Background: an optimization exercise with open tools, aiming at small area. Do not read the settings as production practice. In this exercise RTL edits were held to simulation tests only and were not proved equivalent to the original. The clock port is modelled as an ideal driver, which makes a skipped or thinned clock tree look cheaper than it is; a real chip needs a root buffer or a tree. Power is estimated from default activity; no workload was simulated.

==> flow/design.v <==
`timescale 1ns / 1ps
module Simon(
    output [3:0]    an,
    output [6:0]    seg,
    output [15:0]   led,
    input  [3:0]    sw,
    input           clk,
    input           btnR,      
    input           btnL,      
    input           btnC       
    );
localparam N = 11;      
localparam LW = N - 3;  
wire        rst = ~sw[3];
reg  [1:0]  state;
reg  [2:0]  round;
reg  [2:0]  count;
reg  [7:0]  ran_bits;    
reg  [7:0]  bits;        
reg  [N-1:0] A;
reg  [N-1:0] B;
reg         P1, P2;      
reg         R1, R2;      
reg         dl;          
reg         dlR;         
reg         dbL, dbR;    
reg         X;           
wire s0 = (state == 2'd0);
wire s1 = (state == 2'd1);
wire s2 = (state == 2'd2);
wire s3 = (state == 2'd3);
wire center_pressed = dl  & ~X;
wire left_pressed   = dl  & ~dbL;
wire right_pressed  = dlR & ~dbR;
wire b          = bits[count];
wire wrong      = (right_pressed & ~b) | (left_pressed & b);
wire any        = right_pressed | left_pressed;
wire last       = (count == round);
wire [LW-1:0] lo = A[LW-1:0];
wire lo_zero = ~|lo;
wire lo_last = lo[LW-1] & ~|lo[LW-2:0];       
wire lo_fb;
generate
    if (LW == 8)      assign lo_fb = lo[7] ^ lo[5] ^ lo[4] ^ lo[3] ^ ~|lo[6:0];
    else if (LW == 3) assign lo_fb = lo[2] ^ lo[1] ^ ~|lo[1:0];
    else if (LW == 2) assign lo_fb = lo[1] ^ lo[0] ^ ~lo[0];
    else              assign lo_fb = ~lo[0];
endgenerate
wire [LW-1:0] lo_next;
generate
    if (LW > 1) assign lo_next = {lo[LW-2:0], lo_fb};
    else        assign lo_next = lo_fb;
endgenerate
wire [2:0] hi = A[N-1:N-3];
wire a_ones     = lo_last & (&hi);
wire a_zero     = lo_zero & ~|hi;
wire [3:0] top  = B[3:0];
wire flash_done = a_zero & (top == {1'b0, round} + 4'd1);
wire msg_blank  = a_ones & (&top[2:0]);
wire msg_end    = msg_blank & ~top[3];
reg  [1:0]  nstate;
always @* begin
    nstate = state;
    case (state)
        2'd0: if (center_pressed) nstate = 2'd1;
        2'd1: if (flash_done)     nstate = 2'd2;
        2'd2: if (wrong)          nstate = 2'd3;
              else if (any && last) nstate = (round == 3'd7) ? 2'd3 : 2'd1;
        default: if (msg_end)     nstate = 2'd0;
    endcase
end
wire trans = (nstate != state);
wire a_clr = ~state[0] & (P1 ^ P2);
wire b_clr = ~state[0] & (R1 ^ R2);
wire [2:0] hi_inc = hi + {2'd0, lo_last};
wire [2:0] hi_next = {hi_inc[2] | (hi[2] & ~state[0]), hi_inc[1:0]};
wire b_cin = ~state[0] | a_ones;
wire [N-1:0] b_inc = B + {{(N-1){1'b0}}, b_cin};
wire [N-1:0] b_next = {b_inc[N-1] | B[N-1], b_inc[N-2:0]};
wire a_almost = lo_last & hi[1] & hi[0];           
wire l_upd = A[N-1] | (trans & a_almost & ~(P1 ^ P2));
wire r_upd = B[N-1] | (trans & (&B[N-2:0]) & ~(R1 ^ R2));
always @(posedge clk) begin
    if (rst) begin
        state    <= 2'd0;
        round    <= 3'd0;
        count    <= 3'd0;
        ran_bits <= 8'd0;
        bits     <= 8'd0;
        A        <= {N{1'b0}};
        B        <= {N{1'b0}};
        P1       <= 1'b0;
        P2       <= 1'b0;
        R1       <= 1'b0;
        R2       <= 1'b0;
        dl       <= 1'b0;
        dlR      <= 1'b0;
        dbL      <= 1'b0;
        dbR      <= 1'b0;
        X        <= 1'b0;
    end else begin
        state    <= nstate;
        ran_bits <= ran_bits + 8'd1;
        if (s0 && !center_pressed)
            bits <= ran_bits;
        case (state)
            2'd0: begin round <= 3'd0; count <= 3'd0; end
            2'd1: count <= 3'd0;
            2'd2: if (!wrong && any) begin
                      if (!last)               count <= count + 3'd1;
                      else if (round != 3'd7)  round <= round + 3'd1;
                  end
            default: ;
        endcase
        if (trans) begin
            A <= {{(N-LW){~state[0]}}, ~state[0], {(LW-1){1'b0}}};
            B <= {{(N-4){1'b0}}, {4{~state[0]}}};
        end else begin
            A <= a_clr ? {N{1'b0}} : {hi_next, lo_next};
            B <= b_clr ? {N{1'b0}} : b_next;
        end
        P1  <= s0 ? btnC : (s2 & btnL);
        P2  <= ~state[0] & P1;
        R1  <= s2 & btnR;
        R2  <= s2 & R1;
        dl  <= s0 ? X : (s2 & dbL);
        dlR <= s2 & dbR;
        if (s2 && l_upd) dbL <= P2;
        if (s2 && r_upd) dbR <= R2;
        case (state)
            2'd0: if (A[N-1]) X <= P2;
            2'd1: ;
            2'd2: X <= ~wrong;
            default: if (msg_end) X <= 1'b0;
        endcase
    end
end
wire lit = s1 & ~top[3] & A[N-1];
wire fb  = bits[top[2:0]];
wire [1:0] led_flash = lit ? {~fb, fb} : 2'b00;
wire show = s3 & ~msg_blank;
reg  [3:0] an_d;
reg  [6:0] seg_d;
always @* begin
    case (A[N-2:N-3])
        2'b00: begin an_d = 4'b0111; seg_d = X ? 7'b0011001 : 7'b1000111; end
        2'b01: begin an_d = 4'b1011; seg_d = X ? 7'b0000110 : 7'b1000000; end
        2'b10: begin an_d = 4'b1101; seg_d = X ? 7'b0001000 : 7'b0010010; end
        default: begin an_d = 4'b1110; seg_d = X ? 7'b0001001 : 7'b0000110; end
    endcase
end
assign an  = show ? an_d  : 4'b1111;
assign seg = show ? seg_d : 7'b1111111;
assign led[15:8] = sw[0] ? bits : 8'd0;
assign led[7:6]  = sw[1] ? state : 2'd0;
assign led[5:4]  = led_flash;
assign led[3]    = 1'b0;
assign led[2:0]  = sw[2] ? round : count;
endmodule
clock: 10.0 ns
lec_check: 0
cap_margin: 20
core_margin: 2
core_utilization: 40
slew_margin: 20
standard.sh (not shown) runs the stock make flow with config.mk's settings and CLKGATE_MAP_FILE= SYNTH_SCRIPT=/design/flow/synth_recipe.tcl, a recipe that flattens the netlist after the stock synthesis.
==> flow/flow/run.sh <==
#!/bin/bash
# The standard layout with these changes:
#  - port buffers use the smallest buffer cell (every port still gets one);
#  - after floorplan, the combinational logic is re-mapped for area with
#    OpenROAD's restructure (ABC); registers are left as synthesis made them;
set -euo pipefail
export BUFFER_PORTS_ARGS="-buffer_cell sky130_fd_sc_hd__buf_1"
export POST_FLOORPLAN_TCL="$(pwd)/flow/restructure.tcl"
export CTS_ARGS="-sink_clustering_enable -repair_clock_nets -dont_use_dummy_load"
export POST_CTS_TCL="$(pwd)/flow/post_cts.tcl"
bash standard.sh > standard_flow.log 2>&1
==> flow/flow/post_cts.tcl <==
set pc_block [ord::get_db_block]
set pc_root [$pc_block findInst clkbuf_0_clk]
if { $pc_root ne "NULL" && $pc_root ne "" } {
  set pc_in [[$pc_root findITerm A] getNet]
  set pc_out [[$pc_root findITerm X] getNet]
  set pc_loads {}
  foreach it [$pc_out getITerms] {
    if { [$it getInst] ne $pc_root } { lappend pc_loads $it }
  }
  set pc_ok [expr { [llength $pc_loads] <= 4 && [llength [$pc_out getBTerms]] == 0 }]
  foreach it $pc_loads {
    if { ![string match "sky130_fd_sc_hd__clkbuf_*" [[[$it getInst] getMaster] getName]] } { set pc_ok 0 }
  }
  if { $pc_ok } {
    puts "post_cts: removing [$pc_root getName], [llength $pc_loads] leaf buffers now driven by [$pc_in getName]"
    foreach it $pc_loads { $it disconnect; $it connect $pc_in }
    odb::dbInst_destroy $pc_root
    odb::dbNet_destroy $pc_out
    estimate_parasitics -placement
  } else {
    puts "post_cts: root buffer kept"
  }
}
==> flow/flow/restructure.tcl <==
# Re-map the combinational logic for area (registers are not touched).
# restructure reads the liberty file itself and ignores set_dont_use, so it
# gets a copy of the library without the platform's don't-use cells.
set rmp_dir $::env(OBJECTS_DIR)/restructure
file mkdir $rmp_dir
set rmp_lib $rmp_dir/restructure.lib
set rmp_fi [open [lindex $::env(LIB_FILES) 0] r]
set rmp_fo [open $rmp_lib w]
set rmp_skip 0
set rmp_dropped 0
while { [gets $rmp_fi rmp_line] >= 0 } {
  if { $rmp_skip } {
    if { $rmp_line eq "    \}" } { set rmp_skip 0 }
    continue
  }
  if { [regexp {^    cell \("([^"]+)"\) \{} $rmp_line -> rmp_name] } {
    foreach rmp_pat $::env(DONT_USE_CELLS) {
      if { [string match $rmp_pat $rmp_name] } { set rmp_skip 1; break }
    }
    foreach rmp_pat {*xor* *xnor* *mux*} {
      if { [string match $rmp_pat $rmp_name] } { set rmp_skip 1; break }
    }
    if { $rmp_skip } { incr rmp_dropped; continue }
  }
  puts $rmp_fo $rmp_line
}
close $rmp_fi
close $rmp_fo
puts "restructure: library without $rmp_dropped don't-use cells"
set rmp_lo "[lindex $::env(TIELO_CELL_AND_PORT) 0]/[lindex $::env(TIELO_CELL_AND_PORT) 1]"
set rmp_hi "[lindex $::env(TIEHI_CELL_AND_PORT) 0]/[lindex $::env(TIEHI_CELL_AND_PORT) 1]"
puts "restructure: before"
report_design_area
restructure -target area -liberty_file $rmp_lib -tielo_port $rmp_lo -tiehi_port $rmp_hi \
  -work_dir $rmp_dir -abc_logfile $::env(LOG_DIR)/2_1_restructure_abc.log
puts "restructure: after"
report_design_area
# restructure can leave a tie cell whose output drives nothing: remove it
foreach inst [[ord::get_db_block] getInsts] {
  if { [[$inst getMaster] getName] ne [lindex $::env(TIELO_CELL_AND_PORT) 0] } { continue }
  set used 0
  foreach it [$inst getITerms] {
    set n [$it getNet]
    if { $n ne "NULL" && $n ne "" && ([llength [$n getITerms]] > 1 || [llength [$n getBTerms]] > 0) } { set used 1 }
  }
  if { !$used } {
    puts "restructure: removing unused tie cell [$inst getName]"
    odb::dbInst_destroy $inst
  }
}
# no cell the platform marks don't-use may remain
foreach inst [[ord::get_db_block] getInsts] {
  set m [[$inst getMaster] getName]
  foreach pat $::env(DONT_USE_CELLS) {
    if { [string match $pat $m] } { error "restructure left don't-use cell $m ([$inst getName])" }
  }
}
The first run failed in floorplan.
Edit:
==> flow/flow/restructure.tcl (replaced) <==
# Re-map the combinational logic for area (registers are not touched).
set rmp_lib [lindex $::env(LIB_FILES) 0]
set rmp_lo "[lindex $::env(TIELO_CELL_AND_PORT) 0]/[lindex $::env(TIELO_CELL_AND_PORT) 1]"
set rmp_hi "[lindex $::env(TIEHI_CELL_AND_PORT) 0]/[lindex $::env(TIEHI_CELL_AND_PORT) 1]"
set rmp_dir $::env(OBJECTS_DIR)/restructure
file mkdir $rmp_dir
puts "restructure: before"
report_design_area
restructure -target area -liberty_file $rmp_lib -tielo_port $rmp_lo -tiehi_port $rmp_hi \
  -work_dir $rmp_dir -abc_logfile $::env(LOG_DIR)/2_1_restructure_abc.log
puts "restructure: after"
report_design_area
# restructure can leave a tie cell whose output drives nothing: remove it
foreach inst [[ord::get_db_block] getInsts] {
  if { [[$inst getMaster] getName] ne [lindex $::env(TIELO_CELL_AND_PORT) 0] } { continue }
  set used 0
  foreach it [$inst getITerms] {
    set n [$it getNet]
    if { $n ne "NULL" && $n ne "" && ([llength [$n getITerms]] > 1 || [llength [$n getBTerms]] > 0) } { set used 1 }
  }
  if { !$used } {
    puts "restructure: removing unused tie cell [$inst getName]"
    odb::dbInst_destroy $inst
  }
}
Settings changed: SYNTH_HIERARCHICAL set to 1.
With this change the flow produced a clean layout.
Synthesized area is unchanged.
Synthesized cell count is unchanged.
Edit:
==> flow/flow/run.sh (replaced) <==
#!/bin/bash
# The standard layout with two changes:
#  - port buffers use the smallest buffer cell (every port still gets one);
#  - after floorplan, the combinational logic is re-mapped for area with
#    OpenROAD's restructure (ABC); registers are left as synthesis made them.
set -euo pipefail
export BUFFER_PORTS_ARGS="-buffer_cell sky130_fd_sc_hd__buf_1"
export PRE_FLOORPLAN_TCL="$(pwd)/flow/restructure.tcl"
export CTS_ARGS="-sink_clustering_enable -repair_clock_nets -dont_use_dummy_load"
bash standard.sh > standard_flow.log 2>&1
==> flow/flow/restructure.tcl (replaced) <==
# Re-map the combinational logic for area (registers are not touched).
set rmp_lib [lindex $::env(LIB_FILES) 0]
set rmp_lo "[lindex $::env(TIELO_CELL_AND_PORT) 0]/[lindex $::env(TIELO_CELL_AND_PORT) 1]"
set rmp_hi "[lindex $::env(TIEHI_CELL_AND_PORT) 0]/[lindex $::env(TIEHI_CELL_AND_PORT) 1]"
set rmp_dir $::env(OBJECTS_DIR)/restructure
file mkdir $rmp_dir
puts "restructure: before"
report_design_area
restructure -target area -liberty_file $rmp_lib -tielo_port $rmp_lo -tiehi_port $rmp_hi \
  -work_dir $rmp_dir -abc_logfile $::env(LOG_DIR)/2_1_restructure_abc.log
puts "restructure: after"
report_design_area
Settings changed: SYNTH_HIERARCHICAL 1 to unset.
removed: flow/flow/post_cts.tcl
- The new run did not get past floorplan
- synthesized cell count went up by 0.61%
- area after synthesis went down by about 15%
Edit:
--- a/flow/flow/run.sh
+++ b/flow/flow/run.sh
@@ -7,3 +7,3 @@
 export BUFFER_PORTS_ARGS="-buffer_cell sky130_fd_sc_hd__buf_1"
-export PRE_FLOORPLAN_TCL="$(pwd)/flow/restructure.tcl"
+export POST_FLOORPLAN_TCL="$(pwd)/flow/restructure.tcl"
 export CTS_ARGS="-sink_clustering_enable -repair_clock_nets -dont_use_dummy_load"
Effect: The new run produced a clean layout; area after synthesis rose by about a fifth; synthesized cell count falls slightly.
Edit:
==> flow/flow/run.sh (replaced) <==
#!/bin/bash
# The standard layout with these changes:
#  - port buffers use the smallest buffer cell (every port still gets one);
#  - after floorplan, the combinational logic is re-mapped for area with
#    OpenROAD's restructure (ABC); registers are left as synthesis made them;
set -euo pipefail
export BUFFER_PORTS_ARGS="-buffer_cell sky130_fd_sc_hd__buf_1"
export POST_FLOORPLAN_TCL="$(pwd)/flow/restructure.tcl"
export CTS_ARGS="-sink_clustering_enable -repair_clock_nets -dont_use_dummy_load"
export POST_CTS_TCL="$(pwd)/flow/post_cts.tcl"
bash standard.sh > standard_flow.log 2>&1
==> flow/flow/post_cts.tcl (new file) <==
set pc_block [ord::get_db_block]
set pc_root [$pc_block findInst clkbuf_0_clk]
if { $pc_root ne "NULL" && $pc_root ne "" } {
  set pc_in [[$pc_root findITerm A] getNet]
  set pc_out [[$pc_root findITerm X] getNet]
  set pc_loads {}
  foreach it [$pc_out getITerms] {
    if { [$it getInst] ne $pc_root } { lappend pc_loads $it }
  }
  set pc_ok [expr { [llength $pc_loads] <= 4 && [llength [$pc_out getBTerms]] == 0 }]
  foreach it $pc_loads {
    if { ![string match "sky130_fd_sc_hd__clkbuf_*" [[[$it getInst] getMaster] getName]] } { set pc_ok 0 }
  }
  if { $pc_ok } {
    puts "post_cts: removing [$pc_root getName], [llength $pc_loads] leaf buffers now driven by [$pc_in getName]"
    foreach it $pc_loads { $it disconnect; $it connect $pc_in }
    odb::dbInst_destroy $pc_root
    odb::dbNet_destroy $pc_out
    estimate_parasitics -placement
  } else {
    puts "post_cts: root buffer kept"
  }
}
--- a/flow/flow/restructure.tcl
+++ b/flow/flow/restructure.tcl
@@ -12 +12,14 @@
 report_design_area
+# restructure can leave a tie cell whose output drives nothing: remove it
+foreach inst [[ord::get_db_block] getInsts] {
+  if { [[$inst getMaster] getName] ne [lindex $::env(TIELO_CELL_AND_PORT) 0] } { continue }
+  set used 0
+  foreach it [$inst getITerms] {
+    set n [$it getNet]
+    if { $n ne "NULL" && $n ne "" && ([llength [$n getITerms]] > 1 || [llength [$n getBTerms]] > 0) } { set used 1 }
+  }
+  if { !$used } {
+    puts "restructure: removing unused tie cell [$inst getName]"
+    odb::dbInst_destroy $inst
+  }
+}
Settings changed: CORE_UTILIZATION 40 to 60.
After rerunning: The new run ran to the end with no violations. Hold slack is about the same. Power is lower by 5.5%. Global-route usage rises by 8.0 points. Clock power goes down by about 20%. Die area decreases by 32%. Routed wire length barely changes. Clock-buffer cell count decreases by 1. Area after synthesis stays the same. Final cell count went down by about 7.5%. Via count rises by 1.3%.
Edit:
==> flow/flow/run.sh (replaced) <==
#!/bin/bash
# The standard layout with two changes:
#  - port buffers use the smallest buffer cell (every port still gets one);
#  - after floorplan, the combinational logic is re-mapped for area with
#    OpenROAD's restructure (ABC); registers are left as synthesis made them.
set -euo pipefail
export BUFFER_PORTS_ARGS="-buffer_cell sky130_fd_sc_hd__buf_1"
export POST_FLOORPLAN_TCL="$(pwd)/flow/restructure.tcl"
export CTS_ARGS="-sink_clustering_enable -repair_clock_nets -dont_use_dummy_load"
bash standard.sh > standard_flow.log 2>&1
==> flow/flow/restructure.tcl (replaced) <==
# Re-map the combinational logic for area (registers are not touched).
set rmp_lib [lindex $::env(LIB_FILES) 0]
set rmp_lo "[lindex $::env(TIELO_CELL_AND_PORT) 0]/[lindex $::env(TIELO_CELL_AND_PORT) 1]"
set rmp_hi "[lindex $::env(TIEHI_CELL_AND_PORT) 0]/[lindex $::env(TIEHI_CELL_AND_PORT) 1]"
set rmp_dir $::env(OBJECTS_DIR)/restructure
file mkdir $rmp_dir
puts "restructure: before"
report_design_area
restructure -target area -liberty_file $rmp_lib -tielo_port $rmp_lo -tiehi_port $rmp_hi \
  -work_dir $rmp_dir -abc_logfile $::env(LOG_DIR)/2_1_restructure_abc.log
puts "restructure: after"
report_design_area
Settings changed: ABC_AREA set to 1, CORE_UTILIZATION 60 to 40.
removed: flow/flow/post_cts.tcl
The changed run finished with timing, DRC and antenna clean.
Sequential power is higher by about 6%.
First-iteration DRC count is higher by about 100%.
Design area rose by about 4.4%.
Wire length climbs by about 5.4%.

afterwards: timing with drivers on the ports:
In the flow no input, the clock included, has a driving cell. The finished layouts below were timed again as built, in two steps.
Step 1 sets driving cells, clkbuf_16 on the clock port and buf_2 on the other inputs (assumed; they add their load-dependent delay and slew).
Step 2 also shifts input and output timing later by t, the mid clock arrival at the registers, as if the neighbouring blocks saw the same clock.
Slacks: no drivers / after step 1 / after step 2; pairs: no drivers / after step 1.
| run | t, ns | setup WS [ns] | worst hold slack (ns) | worst data-port slew with drivers (ns) | cell pins on the clock port's net |
|---|---|---|---|---|---|
| the second run | 0.199 | 5.436 / 5.384 / 5.416 | 0.457 / 0.457 / 0.457 | 0.03 | 4 |
| the fourth run | 0.324 | 5.249 / 5.219 / 5.392 | 0.456 / 0.456 / 0.456 | 0.03 | 1 |
| the fifth run | 0.198 | 5.441 / 5.417 / 5.417 | 0.453 / 0.453 / 0.453 | 0.03 | 4 |
| the sixth run | 0.337 | 5.301 / 5.269 / 5.349 | 0.437 / 0.437 / 0.437 | 0.03 | 1 |
After both steps every run listed still meets setup and hold. For the fifth run, which loses most, drivers alone change the setup slack by -0.024 ns; drivers and shift together by -0.024 ns.
